Context: an optimization exercise on an open-source flow, tuned for small area and a short achievable clock period. The choices shown serve that exercise and are no tape-out recipe. Where RTL was checked, it was by simulation tests only, not by an equivalence proof against the original.

==> delta <==
Design solution, start of the top module:
module solution (
    input clk,
    input rst,
    input row_valid,
    input [281:0] row_data,
    output [63:0] splitters_hit,
    output done
);
    localparam WIDTH = 141;
    localparam HEIGHT = 142;
    reg [7:0] y;                   
    reg running;                   
    reg [WIDTH-1:0] active;        
    reg [15:0] pn;               
    reg [14:0] acc;              
    localparam NTAKE = 8;
    wire [NTAKE-1:0] take_g, ntake_g, rst_g;
    wire rst_c;
    bs_buf u_rst (.i(rst), .o(rst_c));
    genvar k;
    generate
        for (k = 0; k < NTAKE; k = k + 1) begin : tk
            bs_take u_take (.row_valid(row_valid), .running(running), .rst(rst), .rst_c(rst_c),
                            .take(take_g[k]), .ntake(ntake_g[k]), .rst_l(rst_g[k]));
        end
    endgenerate
    wire take = take_g[0];
    wire [WIDTH-1:0] nhit, d;
    genvar i;
    generate
        for (i = 0; i < WIDTH; i = i + 1) begin : cols
            wire nhl = (i == 0) ? 1'b1 : nhit[(i == 0) ? 0 : i - 1];
            wire nhr = (i == WIDTH - 1) ? 1'b1 : nhit[(i == WIDTH - 1) ? 0 : i + 1];
            bs_col u_col (
                .a(active[i]), .c0(row_data[2*i]), .c1(row_data[2*i+1]),
                .take(take_g[i * NTAKE / WIDTH]), .ntake(ntake_g[i * NTAKE / WIDTH]),
  ...
Settings: LEC_CHECK=0, CAP_MARGIN=20, CORE_MARGIN=2, CORE_UTILIZATION=65, CTS_BUF_LIST=sky130_fd_sc_hd__clkbuf_4 sky130_fd_sc_hd__clkbuf_8, SLEW_MARGIN=20, SYNTH_HIERARCHICAL=1, SYNTH_MINIMUM_KEEP_SIZE=0, BUFFER_PORTS_ARGS=-buffer_cell sky130_fd_sc_hd__buf_1, SKIP_REPAIR_TIE_FANOUT=1; clock period 100.0 ns.
standard.sh (not shown) runs the stock make flow with config.mk's settings and CLKGATE_MAP_FILE= SYNTH_SCRIPT=/design/flow/synth_recipe.tcl, a recipe that flattens the netlist after the stock synthesis.
==> flow/flow/run.sh <==
#!/bin/bash
# Own layout flow: the standard flow, with
#  - the column cell bs_col mapped by hand (flow/bs_col_cells.v) before flattening,
#  - flow/extra.mk appended to config.mk (port buffer cell).
set -euo pipefail
cd "$(dirname "$0")/.."
W=$PWD
cat flow/extra.mk >> config.mk
# synthesis: the standard flow's script, with the hand-mapped bs_col read over the synthesized one
awk -v f="$W/flow/bs_col_cells.v" '{print} /source .*synth.tcl/ {print "read_verilog -overwrite " f}' \
  synth_recipe.tcl > my_synth.tcl
grep -q "read_verilog -overwrite" my_synth.tcl
sed "s#SYNTH_SCRIPT=[^ ]*#SYNTH_SCRIPT=$W/my_synth.tcl#" standard.sh > my_standard.sh
grep -q "my_synth.tcl" my_standard.sh
bash my_standard.sh ${FLOW_TARGET:-finish} > make_finish.log 2>&1
==> flow/flow/bs_col_cells.v <==
// bs_col and bs_take (see rtl/solution.v) mapped by hand to sky130_fd_sc_hd cells.
//
// bs_col:
// nhit = ~(a & c0 & ~c1 & take)
// src  = ~c0 & ~ntake & c1
// nk   = ~((a & nhit) | src)
// d    = ~((nk & nhl & nhr) | rst)
module bs_col (
    input a, input c0, input c1, input take, input ntake, input rst,
    input nhl, input nhr,
    output nhit, output d
);
    wire src, nk;
    sky130_fd_sc_hd__nand4b_1 g_hit (.A_N(c1), .B(c0), .C(a), .D(take), .Y(nhit));
    sky130_fd_sc_hd__nor3b_1 g_src (.A(c0), .B(ntake), .C_N(c1), .Y(src));
    sky130_fd_sc_hd__a21oi_1 g_keep (.A1(a), .A2(nhit), .B1(src), .Y(nk));
    sky130_fd_sc_hd__a31oi_1 g_d (.A1(nk), .A2(nhl), .A3(nhr), .B1(rst), .Y(d));
endmodule

// bs_take:
// take = row_valid & running & ~rst, ntake = ~take, rst_l = rst_c (buffered)
module bs_take (input row_valid, input running, input rst, input rst_c,
                output take, output ntake, output rst_l);
    sky130_fd_sc_hd__and3b_2 g_take (.A_N(rst), .B(running), .C(row_valid), .X(take));
    sky130_fd_sc_hd__inv_1 g_ntake (.A(take), .Y(ntake));
    sky130_fd_sc_hd__buf_2 g_rst (.A(rst_c), .X(rst_l));
endmodule

// bs_buf: a buffer
module bs_buf (input i, output o);
    sky130_fd_sc_hd__buf_2 g_buf (.A(i), .X(o));
endmodule
==> flow/flow/extra.mk <==
# port buffers: the smallest buffer
export BUFFER_PORTS_ARGS = -buffer_cell sky130_fd_sc_hd__buf_1
# one tie cell per constant
export SKIP_REPAIR_TIE_FANOUT = 1
==> willow (differences from delta) <==
--- a/flow/design.v
+++ b/flow/design.v
@@ -12,20 +12,20 @@
     reg [7:0] y;                   
     reg running;                   
     reg [WIDTH-1:0] active;        
     reg [15:0] pn;               
     reg [14:0] acc;              
     localparam NTAKE = 8;
     wire [NTAKE-1:0] take_g, ntake_g, rst_g;
-    wire rst_c;
-    bs_buf u_rst (.i(rst), .o(rst_c));
+    wire rst_cn;
+    bs_inv u_rst (.i(rst), .o(rst_cn));
     genvar k;
     generate
         for (k = 0; k < NTAKE; k = k + 1) begin : tk
-            bs_take u_take (.row_valid(row_valid), .running(running), .rst(rst), .rst_c(rst_c),
+            bs_take u_take (.row_valid(row_valid), .running(running), .rst(rst), .rst_cn(rst_cn),
                             .take(take_g[k]), .ntake(ntake_g[k]), .rst_l(rst_g[k]));
         end
     endgenerate
     wire take = take_g[0];
     wire [WIDTH-1:0] nhit, d;
     genvar i;
     generate
@@ -369,22 +369,22 @@
     output nhit, output d
 );
     assign nhit = ~(a & c0 & ~c1 & take);
     wire src = ~ntake & c1 & ~c0;
     wire nkeep = ~((a & nhit) | src);
     assign d = ~((nkeep & nhl & nhr) | rst);
 endmodule
-module bs_take (input row_valid, input running, input rst, input rst_c,
+module bs_take (input row_valid, input running, input rst, input rst_cn,
                 output take, output ntake, output rst_l);
     assign take = row_valid & running & ~rst;
     assign ntake = ~take;
-    assign rst_l = rst_c;
+    assign rst_l = ~rst_cn;
 endmodule
-module bs_buf (input i, output o);
-    assign o = i;
+module bs_inv (input i, output o);
+    assign o = ~i;
 endmodule
 module bs_fa (input a, input b, input c, output s, output co);
     assign s = a ^ b ^ c;
     assign co = (a & b) | (a & c) | (b & c);
 endmodule
 module bs_ha (input a, input b, output s, output co);
     assign s = a ^ b;
==> flow/flow/run.sh (replaced) <==
#!/bin/bash
# Own layout flow: the standard flow (standard.sh, synth_recipe.tcl), with
#  - bs_col, bs_take and bs_inv mapped to cells by hand (flow/bs_col_cells.v), read over
#    their synthesized versions before the design is flattened,
#  - flow/extra.mk appended to config.mk: buf_1 port buffers, one tie cell per constant,
#    no dummy clock-tree loads, stronger buffers on the row_valid and rst ports (port_bufs.tcl).
# The make output goes to make_finish.log; each ORFS step logs to orfs/logs/.
set -euo pipefail
cd "$(dirname "$0")/.."
W=$PWD
sed "s#@W@#$W#g" flow/extra.mk >> config.mk
# synthesis: the standard flow's script, with the hand-mapped bs_col read over the synthesized one
awk -v f="$W/flow/bs_col_cells.v" '{print} /source .*synth.tcl/ {print "read_verilog -overwrite " f}' \
  synth_recipe.tcl > my_synth.tcl
grep -q "read_verilog -overwrite" my_synth.tcl
sed "s#SYNTH_SCRIPT=[^ ]*#SYNTH_SCRIPT=$W/my_synth.tcl#" standard.sh > my_standard.sh
grep -q "my_synth.tcl" my_standard.sh
bash my_standard.sh ${FLOW_TARGET:-finish} > make_finish.log 2>&1
==> flow/flow/bs_col_cells.v (replaced) <==
// bs_col and bs_take (see rtl/solution.v) mapped by hand to sky130_fd_sc_hd cells.
//
// bs_col:
// nc1  = ~c1
// nhit = ~(a & c0 & nc1 & take)
// src  = ~(c0 | ntake | nc1)
// nk   = ~((a & nhit) | src)
// d    = ~((nk & nhl & nhr) | rst)
module bs_col (
    input a, input c0, input c1, input take, input ntake, input rst,
    input nhl, input nhr,
    output nhit, output d
);
    wire nc1, src, nk;
    sky130_fd_sc_hd__inv_1 g_nc1 (.A(c1), .Y(nc1));
    sky130_fd_sc_hd__nand4_1 g_hit (.A(a), .B(c0), .C(nc1), .D(take), .Y(nhit));
    sky130_fd_sc_hd__nor3_1 g_src (.A(c0), .B(ntake), .C(nc1), .Y(src));
    sky130_fd_sc_hd__a21oi_1 g_keep (.A1(a), .A2(nhit), .B1(src), .Y(nk));
    sky130_fd_sc_hd__a31oi_1 g_d (.A1(nk), .A2(nhl), .A3(nhr), .B1(rst), .Y(d));
endmodule

// bs_take:
// take = row_valid & running & ~rst, ntake = ~take, rst_l = ~rst_cn
module bs_take (input row_valid, input running, input rst, input rst_cn,
                output take, output ntake, output rst_l);
    sky130_fd_sc_hd__and3b_2 g_take (.A_N(rst), .B(running), .C(row_valid), .X(take));
    sky130_fd_sc_hd__inv_1 g_ntake (.A(take), .Y(ntake));
    sky130_fd_sc_hd__inv_2 g_rst (.A(rst_cn), .Y(rst_l));
endmodule

// bs_inv: an inverter
module bs_inv (input i, output o);
    sky130_fd_sc_hd__inv_2 g_inv (.A(i), .Y(o));
endmodule
==> flow/flow/extra.mk (replaced) <==
# port buffers: the smallest buffer
export BUFFER_PORTS_ARGS = -buffer_cell sky130_fd_sc_hd__buf_1
# one tie cell per constant
export SKIP_REPAIR_TIE_FANOUT = 1
# clock tree: no dummy loads (they only balance the tree's levels)
export CTS_ARGS = -sink_clustering_enable -repair_clock_nets -dont_use_dummy_load -buf_list {sky130_fd_sc_hd__clkbuf_4 sky130_fd_sc_hd__clkbuf_8}
# stronger port buffers on row_valid and rst
export POST_RESIZE_TCL = @W@/flow/port_bufs.tcl
==> flow/flow/port_bufs.tcl (new file) <==
# POST_RESIZE hook: the buffers on the row_valid and rst ports drive the take logic of
# every column group; give them a stronger buffer than the other ports' buf_1.
foreach p {row_valid rst} {
  set net [get_nets -of_objects [get_ports $p]]
  foreach pin [get_pins -of_objects $net] {
    set inst [get_cells -of_objects $pin]
    set ref [get_property $inst ref_name]
    if {[string match "sky130_fd_sc_hd__buf_*" $ref] || [string match "sky130_fd_sc_hd__clkbuf_*" $ref]} {
      puts "port $p: [get_full_name $inst] $ref -> sky130_fd_sc_hd__buf_4"
      replace_cell $inst sky130_fd_sc_hd__buf_4
    }
  }
}
--- a/flow/config.mk
+++ b/flow/config.mk
@@ -12,7 +12,11 @@
 export SLEW_MARGIN = 20
 export SYNTH_HIERARCHICAL = 1
 export SYNTH_MINIMUM_KEEP_SIZE = 0
 # port buffers: the smallest buffer
 export BUFFER_PORTS_ARGS = -buffer_cell sky130_fd_sc_hd__buf_1
 # one tie cell per constant
 export SKIP_REPAIR_TIE_FANOUT = 1
+# clock tree: no dummy loads (they only balance the tree's levels)
+export CTS_ARGS = -sink_clustering_enable -repair_clock_nets -dont_use_dummy_load -buf_list {sky130_fd_sc_hd__clkbuf_4 sky130_fd_sc_hd__clkbuf_8}
+# stronger port buffers on row_valid and rst
+export POST_RESIZE_TCL = /design/flow/flow/port_bufs.tcl
==> comparison table <==
                                                delta                  willow
Outcome                                  finished clean  stopped before the end
Last stage reached                                    -       3_4_place_resized
Area of the mapped netlist                    11700 um2               11510 um2
I/O Pins                                            350                     350
Average footprint of a synthesized cell       10.61 um2               9.260 um2
Vertical extent of the die                     138.2 um                137.1 um
Count of warnings emitted by yosys                    7                       7
GPL Wtd Cong                                     0.9023                  0.9135
X dimension of the die                         138.2 um                137.1 um
Starting density of the core                     65.79%                  66.54%
Count of mapped cells out of synthesis             1102                    1243
Net count after synthesis                          1538                    1679
Port Buffer Count                                   300                     300
Row cnt                                              49                      48
The RTL of delta was laid out without a check of its function.

---

==> 12-14: inputs <==
Another version of the RTL of solution (not shown whole).
==> flow/config.mk <==
export PLATFORM = sky130hd
export DESIGN_NAME = solution
export DESIGN_NICKNAME = solution
export VERILOG_FILES = /design/flow/design.v
export SDC_FILE = /design/flow/constraint.sdc
export NUM_CORES = 4
export LEC_CHECK = 0
export CAP_MARGIN = 20
export CORE_MARGIN = 2
export CORE_UTILIZATION = 65
export CTS_BUF_LIST = sky130_fd_sc_hd__clkbuf_4 sky130_fd_sc_hd__clkbuf_8
export SLEW_MARGIN = 20
export SYNTH_HIERARCHICAL = 1
export SYNTH_MINIMUM_KEEP_SIZE = 0
# port buffers: the smallest buffer
export BUFFER_PORTS_ARGS = -buffer_cell sky130_fd_sc_hd__buf_1
# one tie cell per constant
export SKIP_REPAIR_TIE_FANOUT = 1
==> flow/constraint.sdc <==
create_clock -name core_clock -period 100.0 [get_ports {clk}]
set_input_delay 20.0000 -clock core_clock [delete_from_list [all_inputs] [get_ports {clk}]]
set_output_delay 20.0000 -clock core_clock [all_outputs]
set_load 0.01 [all_outputs]
==> flow/flow/run.sh <==
#!/bin/bash
# Own layout flow: the standard flow, with
#  - the column cell bs_col mapped by hand (flow/bs_col_cells.v) before flattening,
#  - flow/extra.mk appended to config.mk (port buffer cell).
set -euo pipefail
cd "$(dirname "$0")/.."
W=$PWD
cat flow/extra.mk >> config.mk
# synthesis: the standard flow's script, with the hand-mapped bs_col read over the synthesized one
awk -v f="$W/flow/bs_col_cells.v" '{print} /source .*synth.tcl/ {print "read_verilog -overwrite " f}' \
  synth_recipe.tcl > my_synth.tcl
grep -q "read_verilog -overwrite" my_synth.tcl
sed "s#SYNTH_SCRIPT=[^ ]*#SYNTH_SCRIPT=$W/my_synth.tcl#" standard.sh > my_standard.sh
grep -q "my_synth.tcl" my_standard.sh
bash my_standard.sh ${FLOW_TARGET:-finish} > make_finish.log 2>&1
==> flow/flow/bs_col_cells.v <==
// bs_col and bs_take (see rtl/solution.v) mapped by hand to sky130_fd_sc_hd cells.
//
// bs_col:
// nhit = ~(a & c0 & ~c1 & take)
// src  = ~c0 & ~ntake & c1
// nk   = ~((a & nhit) | src)
// d    = ~((nk & nhl & nhr) | rst)
module bs_col (
    input a, input c0, input c1, input take, input ntake, input rst,
    input nhl, input nhr,
    output nhit, output d
);
    wire src, nk;
    sky130_fd_sc_hd__nand4b_1 g_hit (.A_N(c1), .B(c0), .C(a), .D(take), .Y(nhit));
    sky130_fd_sc_hd__nor3b_1 g_src (.A(c0), .B(ntake), .C_N(c1), .Y(src));
    sky130_fd_sc_hd__a21oi_1 g_keep (.A1(a), .A2(nhit), .B1(src), .Y(nk));
    sky130_fd_sc_hd__a31oi_1 g_d (.A1(nk), .A2(nhl), .A3(nhr), .B1(rst), .Y(d));
endmodule

// bs_take:
// ntake = done | rst | ~row_valid, take = ~ntake, rst_l = rst (buffered)
module bs_take (input row_valid, input done, input rst, output take, output ntake,
                output rst_l);
    sky130_fd_sc_hd__or3b_2 g_ntake (.A(done), .B(rst), .C_N(row_valid), .X(ntake));
    sky130_fd_sc_hd__inv_4 g_take (.A(ntake), .Y(take));
    sky130_fd_sc_hd__buf_2 g_rst (.A(rst), .X(rst_l));
endmodule
==> flow/flow/extra.mk <==
# port buffers: the smallest buffer
export BUFFER_PORTS_ARGS = -buffer_cell sky130_fd_sc_hd__buf_1
# one tie cell per constant
export SKIP_REPAIR_TIE_FANOUT = 1
==> 08-15: changes against 12-14 <==
--- a/flow/design.v
+++ b/flow/design.v
@@ -1,29 +1,30 @@
 `timescale 1ns/1ps
 module solution (
     input clk,
     input rst,
     input row_valid,
     input [281:0] row_data,
     output [63:0] splitters_hit,
-    output reg done
+    output done
 );
     localparam WIDTH = 141;
     localparam HEIGHT = 142;
     reg [7:0] y;                   
+    reg running;                   
     reg [WIDTH-1:0] active;        
     reg [15:0] pn;               
     reg [14:0] acc;              
     localparam NTAKE = 8;
     wire [NTAKE-1:0] take_g, ntake_g, rst_g;
     genvar k;
     generate
         for (k = 0; k < NTAKE; k = k + 1) begin : tk
-            bs_take u_take (.row_valid(row_valid), .done(done), .rst(rst),
+            bs_take u_take (.row_valid(row_valid), .running(running), .rst(rst),
                             .take(take_g[k]), .ntake(ntake_g[k]), .rst_l(rst_g[k]));
         end
     endgenerate
     wire take = take_g[0];
     wire [WIDTH-1:0] nhit, d;
     genvar i;
     generate
         for (i = 0; i < WIDTH; i = i + 1) begin : cols
@@ -32,26 +33,28 @@
             bs_col u_col (
                 .a(active[i]), .c0(row_data[2*i]), .c1(row_data[2*i+1]),
                 .take(take_g[i * NTAKE / WIDTH]), .ntake(ntake_g[i * NTAKE / WIDTH]),
                 .rst(rst_g[i * NTAKE / WIDTH]), .nhl(nhl), .nhr(nhr),
                 .nhit(nhit[i]), .d(d[i])
             );
         end
     endgenerate
+    wire rst0 = rst_g[0];
     always @(posedge clk) begin
         active <= d;
-        if (rst) begin
+        if (rst0) begin
             y <= 8'd0;
-            done <= 1'b0;
+            running <= 1'b1;
         end else if (take) begin
             y <= y + 8'd1;
-            if (y == HEIGHT - 1) done <= 1'b1;
+            if (y == HEIGHT - 1) running <= 1'b0;
         end
     end
+    assign done = ~running;
     wire s1, c2;
     bs_fa u_s1 (.a(nhit[0]), .b(nhit[100]), .c(nhit[101]), .s(s1), .co(c2));
     wire s3, c4;
     bs_fa u_s3 (.a(nhit[102]), .b(nhit[103]), .c(nhit[104]), .s(s3), .co(c4));
     wire s5, c6;
     bs_fa u_s5 (.a(nhit[105]), .b(nhit[106]), .c(nhit[107]), .s(s5), .co(c6));
     wire s7, c8;
     bs_fa u_s7 (.a(nhit[108]), .b(nhit[109]), .c(nhit[10]), .s(s7), .co(c8));
@@ -318,67 +321,40 @@
     wire s267, c268;
     bs_fa u_s267 (.a(c262), .b(s265), .c(c264), .s(s267), .co(c268));
     wire s269, c270;
     bs_fa u_s269 (.a(acc[5]), .b(pt[14]), .c(pt[15]), .s(s269), .co(c270));
     wire s271, c272;
     bs_fa u_s271 (.a(c266), .b(s269), .c(c268), .s(s271), .co(c272));
     wire s273, c274;
     bs_fa u_s273 (.a(acc[6]), .b(c270), .c(c272), .s(s273), .co(c274));
-    wire s275, c276;
-    bs_ha u_s275 (.a(pt[2]), .b(s251), .s(s275), .co(c276));
-    wire s277, c278;
-    bs_ha u_s277 (.a(s255), .b(c276), .s(s277), .co(c278));
-    wire s279, c280;
-    bs_fa u_s279 (.a(c256), .b(s259), .c(c278), .s(s279), .co(c280));
-    wire s281, c282;
-    bs_fa u_s281 (.a(c260), .b(s263), .c(c280), .s(s281), .co(c282));
-    wire s283, c284;
-    bs_ha u_s283 (.a(s267), .b(c282), .s(s283), .co(c284));
-    wire s285, c286;
-    bs_ha u_s285 (.a(s271), .b(c284), .s(s285), .co(c286));
-    wire s287, c288;
-    bs_ha u_s287 (.a(s273), .b(c286), .s(s287), .co(c288));
-    wire s289, c290;
-    bs_fa u_s289 (.a(acc[7]), .b(c274), .c(c288), .s(s289), .co(c290));
-    wire s291, c292;
-    bs_ha u_s291 (.a(acc[8]), .b(c290), .s(s291), .co(c292));
-    wire s293, c294;
-    bs_ha u_s293 (.a(acc[9]), .b(c292), .s(s293), .co(c294));
-    wire s295, c296;
-    bs_ha u_s295 (.a(acc[10]), .b(c294), .s(s295), .co(c296));
-    wire s297, c298;
-    bs_ha u_s297 (.a(acc[11]), .b(c296), .s(s297), .co(c298));
-    wire s299, c300;
-    bs_ha u_s299 (.a(acc[12]), .b(c298), .s(s299), .co(c300));
-    wire s301, c302;
-    bs_ha u_s301 (.a(acc[13]), .b(c300), .s(s301), .co(c302));
-    wire s303, c304;
-    bs_ha u_s303 (.a(acc[14]), .b(c302), .s(s303), .co(c304));
-    wire [14:0] total = {s303, s301, s299, s297, s295, s293, s291, s289, s287, s285, s283, s281, s279, s277, s275};
+    wire [14:0] fr0 = {acc[14], acc[13], acc[12], acc[11], acc[10], acc[9], acc[8], acc[7], s273, s271, s267, c260, c256, s255, pt[2]};
+    wire [14:0] fr1 = {1'b0, 1'b0, 1'b0, 1'b0, 1'b0, 1'b0, 1'b0, c274, 1'b0, 1'b0, 1'b0, s263, s259, 1'b0, s251};
+    wire [14:0] fsum = fr0 + fr1;
+    wire [14:0] total = {fsum[14], fsum[13], fsum[12], fsum[11], fsum[10], fsum[9], fsum[8], fsum[7], fsum[6], fsum[5], fsum[4], fsum[3], fsum[2], fsum[1], fsum[0]};
     always @(posedge clk) begin
         pn <= pn_next;                  
-        if (rst) acc <= 15'd0;
+        if (rst0) acc <= 15'd0;
         else acc <= total;
     end
     assign splitters_hit = {49'd0, total};
 endmodule
 module bs_col (
     input a, input c0, input c1, input take, input ntake, input rst,
     input nhl, input nhr,
     output nhit, output d
 );
     assign nhit = ~(a & c0 & ~c1 & take);
     wire src = ~ntake & c1 & ~c0;
     wire nkeep = ~((a & nhit) | src);
     assign d = ~((nkeep & nhl & nhr) | rst);
 endmodule
-module bs_take (input row_valid, input done, input rst, output take, output ntake,
+module bs_take (input row_valid, input running, input rst, output take, output ntake,
                 output rst_l);
-    assign take = row_valid & ~done & ~rst;
+    assign take = row_valid & running & ~rst;
     assign ntake = ~take;
     assign rst_l = rst;
 endmodule
 module bs_fa (input a, input b, input c, output s, output co);
     assign s = a ^ b ^ c;
     assign co = (a & b) | (a & c) | (b & c);
 endmodule
 module bs_ha (input a, input b, output s, output co);
==> flow/flow/bs_col_cells.v (replaced) <==
// bs_col and bs_take (see rtl/solution.v) mapped by hand to sky130_fd_sc_hd cells.
//
// bs_col:
// nhit = ~(a & c0 & ~c1 & take)
// src  = ~c0 & ~ntake & c1
// nk   = ~((a & nhit) | src)
// d    = ~((nk & nhl & nhr) | rst)
module bs_col (
    input a, input c0, input c1, input take, input ntake, input rst,
    input nhl, input nhr,
    output nhit, output d
);
    wire src, nk;
    sky130_fd_sc_hd__nand4b_1 g_hit (.A_N(c1), .B(c0), .C(a), .D(take), .Y(nhit));
    sky130_fd_sc_hd__nor3b_1 g_src (.A(c0), .B(ntake), .C_N(c1), .Y(src));
    sky130_fd_sc_hd__a21oi_1 g_keep (.A1(a), .A2(nhit), .B1(src), .Y(nk));
    sky130_fd_sc_hd__a31oi_1 g_d (.A1(nk), .A2(nhl), .A3(nhr), .B1(rst), .Y(d));
endmodule

// bs_take:
// take = row_valid & running & ~rst, ntake = ~take, rst_l = rst (buffered)
module bs_take (input row_valid, input running, input rst, output take, output ntake,
                output rst_l);
    sky130_fd_sc_hd__and3b_2 g_take (.A_N(rst), .B(running), .C(row_valid), .X(take));
    sky130_fd_sc_hd__nand3b_1 g_ntake (.A_N(rst), .B(running), .C(row_valid), .Y(ntake));
    sky130_fd_sc_hd__buf_2 g_rst (.A(rst), .X(rst_l));
endmodule
==> 10-28: changes against 12-14 <==
--- a/flow/design.v
+++ b/flow/design.v
@@ -1,29 +1,30 @@
 `timescale 1ns/1ps
 module solution (
     input clk,
     input rst,
     input row_valid,
     input [281:0] row_data,
     output [63:0] splitters_hit,
-    output reg done
+    output done
 );
     localparam WIDTH = 141;
     localparam HEIGHT = 142;
     reg [7:0] y;                   
+    reg running;                   
     reg [WIDTH-1:0] active;        
     reg [15:0] pn;               
     reg [14:0] acc;              
     localparam NTAKE = 8;
     wire [NTAKE-1:0] take_g, ntake_g, rst_g;
     genvar k;
     generate
         for (k = 0; k < NTAKE; k = k + 1) begin : tk
-            bs_take u_take (.row_valid(row_valid), .done(done), .rst(rst),
+            bs_take u_take (.row_valid(row_valid), .running(running), .rst(rst),
                             .take(take_g[k]), .ntake(ntake_g[k]), .rst_l(rst_g[k]));
         end
     endgenerate
     wire take = take_g[0];
     wire [WIDTH-1:0] nhit, d;
     genvar i;
     generate
         for (i = 0; i < WIDTH; i = i + 1) begin : cols
@@ -32,26 +33,28 @@
             bs_col u_col (
                 .a(active[i]), .c0(row_data[2*i]), .c1(row_data[2*i+1]),
                 .take(take_g[i * NTAKE / WIDTH]), .ntake(ntake_g[i * NTAKE / WIDTH]),
                 .rst(rst_g[i * NTAKE / WIDTH]), .nhl(nhl), .nhr(nhr),
                 .nhit(nhit[i]), .d(d[i])
             );
         end
     endgenerate
+    wire rst0 = rst_g[0];
     always @(posedge clk) begin
         active <= d;
-        if (rst) begin
+        if (rst0) begin
             y <= 8'd0;
-            done <= 1'b0;
+            running <= 1'b1;
         end else if (take) begin
             y <= y + 8'd1;
-            if (y == HEIGHT - 1) done <= 1'b1;
+            if (y == HEIGHT - 1) running <= 1'b0;
         end
     end
+    assign done = ~running;
     wire s1, c2;
     bs_fa u_s1 (.a(nhit[0]), .b(nhit[100]), .c(nhit[101]), .s(s1), .co(c2));
     wire s3, c4;
     bs_fa u_s3 (.a(nhit[102]), .b(nhit[103]), .c(nhit[104]), .s(s3), .co(c4));
     wire s5, c6;
     bs_fa u_s5 (.a(nhit[105]), .b(nhit[106]), .c(nhit[107]), .s(s5), .co(c6));
     wire s7, c8;
     bs_fa u_s7 (.a(nhit[108]), .b(nhit[109]), .c(nhit[10]), .s(s7), .co(c8));
@@ -334,51 +337,57 @@
     wire s283, c284;
     bs_ha u_s283 (.a(s267), .b(c282), .s(s283), .co(c284));
     wire s285, c286;
     bs_ha u_s285 (.a(s271), .b(c284), .s(s285), .co(c286));
     wire s287, c288;
     bs_ha u_s287 (.a(s273), .b(c286), .s(s287), .co(c288));
     wire s289, c290;
     bs_fa u_s289 (.a(acc[7]), .b(c274), .c(c288), .s(s289), .co(c290));
-    wire s291, c292;
-    bs_ha u_s291 (.a(acc[8]), .b(c290), .s(s291), .co(c292));
-    wire s293, c294;
-    bs_ha u_s293 (.a(acc[9]), .b(c292), .s(s293), .co(c294));
-    wire s295, c296;
-    bs_ha u_s295 (.a(acc[10]), .b(c294), .s(s295), .co(c296));
-    wire s297, c298;
-    bs_ha u_s297 (.a(acc[11]), .b(c296), .s(s297), .co(c298));
-    wire s299, c300;
-    bs_ha u_s299 (.a(acc[12]), .b(c298), .s(s299), .co(c300));
-    wire s301, c302;
-    bs_ha u_s301 (.a(acc[13]), .b(c300), .s(s301), .co(c302));
-    wire s303, c304;
-    bs_ha u_s303 (.a(acc[14]), .b(c302), .s(s303), .co(c304));
-    wire [14:0] total = {s303, s301, s299, s297, s295, s293, s291, s289, s287, s285, s283, s281, s279, s277, s275};
+    wire inc8 = c290;
+    wire tot8 = acc[8] ^ inc8;
+    wire pre9 = acc[8];
+    wire inc9 = c290 & pre9;
+    wire tot9 = acc[9] ^ inc9;
+    wire pre10 = pre9 & acc[9];
+    wire inc10 = c290 & pre10;
+    wire tot10 = acc[10] ^ inc10;
+    wire pre11 = pre10 & acc[10];
+    wire inc11 = c290 & pre11;
+    wire tot11 = acc[11] ^ inc11;
+    wire pre12 = pre11 & acc[11];
+    wire inc12 = c290 & pre12;
+    wire tot12 = acc[12] ^ inc12;
+    wire pre13 = pre12 & acc[12];
+    wire inc13 = c290 & pre13;
+    wire tot13 = acc[13] ^ inc13;
+    wire pre14 = pre13 & acc[13];
+    wire inc14 = c290 & pre14;
+    wire tot14 = acc[14] ^ inc14;
+    wire [14:0] total = {tot14, tot13, tot12, tot11, tot10, tot9, tot8, s289, s287, s285, s283, s281, s279, s277, s275};
     always @(posedge clk) begin
         pn <= pn_next;                  
-        if (rst) acc <= 15'd0;
+        if (rst0) acc <= 15'd0;
         else acc <= total;
     end
     assign splitters_hit = {49'd0, total};
 endmodule
 module bs_col (
     input a, input c0, input c1, input take, input ntake, input rst,
     input nhl, input nhr,
     output nhit, output d
 );
     assign nhit = ~(a & c0 & ~c1 & take);
     wire src = ~ntake & c1 & ~c0;
     wire nkeep = ~((a & nhit) | src);
     assign d = ~((nkeep & nhl & nhr) | rst);
 endmodule
-module bs_take (input row_valid, input done, input rst, output take, output ntake,
+module bs_take (input row_valid, input running, input rst, output take, output ntake,
                 output rst_l);
-    assign take = row_valid & ~done & ~rst;
+    assign take = row_valid & running & ~rst;
     assign ntake = ~take;
     assign rst_l = rst;
 endmodule
 module bs_fa (input a, input b, input c, output s, output co);
     assign s = a ^ b ^ c;
     assign co = (a & b) | (a & c) | (b & c);
 endmodule
 module bs_ha (input a, input b, output s, output co);
==> flow/flow/bs_col_cells.v (replaced) <==
// bs_col and bs_take (see rtl/solution.v) mapped by hand to sky130_fd_sc_hd cells.
//
// bs_col:
// nhit = ~(a & c0 & ~c1 & take)
// src  = ~c0 & ~ntake & c1
// nk   = ~((a & nhit) | src)
// d    = ~((nk & nhl & nhr) | rst)
module bs_col (
    input a, input c0, input c1, input take, input ntake, input rst,
    input nhl, input nhr,
    output nhit, output d
);
    wire src, nk;
    sky130_fd_sc_hd__nand4b_1 g_hit (.A_N(c1), .B(c0), .C(a), .D(take), .Y(nhit));
    sky130_fd_sc_hd__nor3b_1 g_src (.A(c0), .B(ntake), .C_N(c1), .Y(src));
    sky130_fd_sc_hd__a21oi_1 g_keep (.A1(a), .A2(nhit), .B1(src), .Y(nk));
    sky130_fd_sc_hd__a31oi_1 g_d (.A1(nk), .A2(nhl), .A3(nhr), .B1(rst), .Y(d));
endmodule

// bs_take:
// take = row_valid & running & ~rst, ntake = ~take, rst_l = rst (buffered)
module bs_take (input row_valid, input running, input rst, output take, output ntake,
                output rst_l);
    sky130_fd_sc_hd__and3b_2 g_take (.A_N(rst), .B(running), .C(row_valid), .X(take));
    sky130_fd_sc_hd__nand3b_1 g_ntake (.A_N(rst), .B(running), .C(row_valid), .Y(ntake));
    sky130_fd_sc_hd__buf_2 g_rst (.A(rst), .X(rst_l));
endmodule
==> flow_summary.json <==
{
  "grt_use_met3": 0.0711,
  "cellPowerDensity_mw_per_mm2": 11.5,
  "ff2ff_path_depth": 9,
  "drt_pass1_iterations": 6,
  "outcome": "finished clean",
  "met3_length_um": 2420,
  "max_freq_mhz": 39.0,
  "wl_per_cell_um": 19.4,
  "min_period_over_period": 0.256
}
Source of the figures above: 10-28

==> flow_summary.json <==
{
  "htreeDepth": 4,
  "min_period_over_period": 0.254,
  "max_freq_mhz": 39.4,
  "wl_per_cell_um": 19.7,
  "ff2ff_path_depth": 10,
  "drt_pass1_iterations": 5,
  "cellPowerDensity_mw_per_mm2": 11.6,
  "grt_use_met3": 0.0752,
  "outcome": "finished clean",
  "seq_share": 0.284,
  "grt_pass1_vias": 9385,
  "final_area_mm2": 0.0128
}
Source of the figures above: 12-14

==> flow_summary.json <==
{
  "outcome": "finished clean",
  "cellPowerDensity_mw_per_mm2": 11.8,
  "drt_pass1_iterations": 6,
  "met3_length_um": 2630,
  "wl_per_cell_um": 20.0,
  "ff2ff_path_depth": 10,
  "antenna_cells": 2,
  "max_freq_mhz": 40.6,
  "slowest_delay_ps": 660,
  "grt_use_met3": 0.0684,
  "min_period_over_period": 0.246,
  "final_layout_size_suffix_gt1_frac": 0.0391
}
Source of the figures above: 08-15

No run of this note included a check of the RTL's function; only the layout flow was run.

static timing again, ports no longer ideal:
How much do the figures lean on ideal ports? The routed layouts below were timed once more, with nothing changed but the port constraints.
Step 1 sets driving cells, clkbuf_16 on the clock port and buf_2 on the other inputs (assumed; they add their load-dependent delay and slew).
Step 2 also shifts input and output timing later by t, the mid clock arrival at the registers, as if the neighbouring blocks saw the same clock.
a / b / c = ideal ports / drivers / drivers and shift; a / b = the first two.
run	shift t [ns]	setup slack, ns	slew at the worst register clock pin (ns)	worst slew at a driven data input, ns	cell pins on the clock port's net
delta	0.510	74.932 / 74.951 / 74.442	0.11 / 0.11	0.10	1
12-14	0.507	74.630 / 74.588 / 74.255	0.10 / 0.10	0.11	1
08-15	0.501	75.373 / 75.395 / 74.894	0.11 / 0.11	0.11	1
10-28	0.516	74.371 / 74.391 / 73.875	0.10 / 0.10	0.08	1
After both steps setup and hold are still met in every run listed. The setup slack of 10-28, which loses most, moves by +0.020 ns with the drivers and by -0.496 ns with both steps.
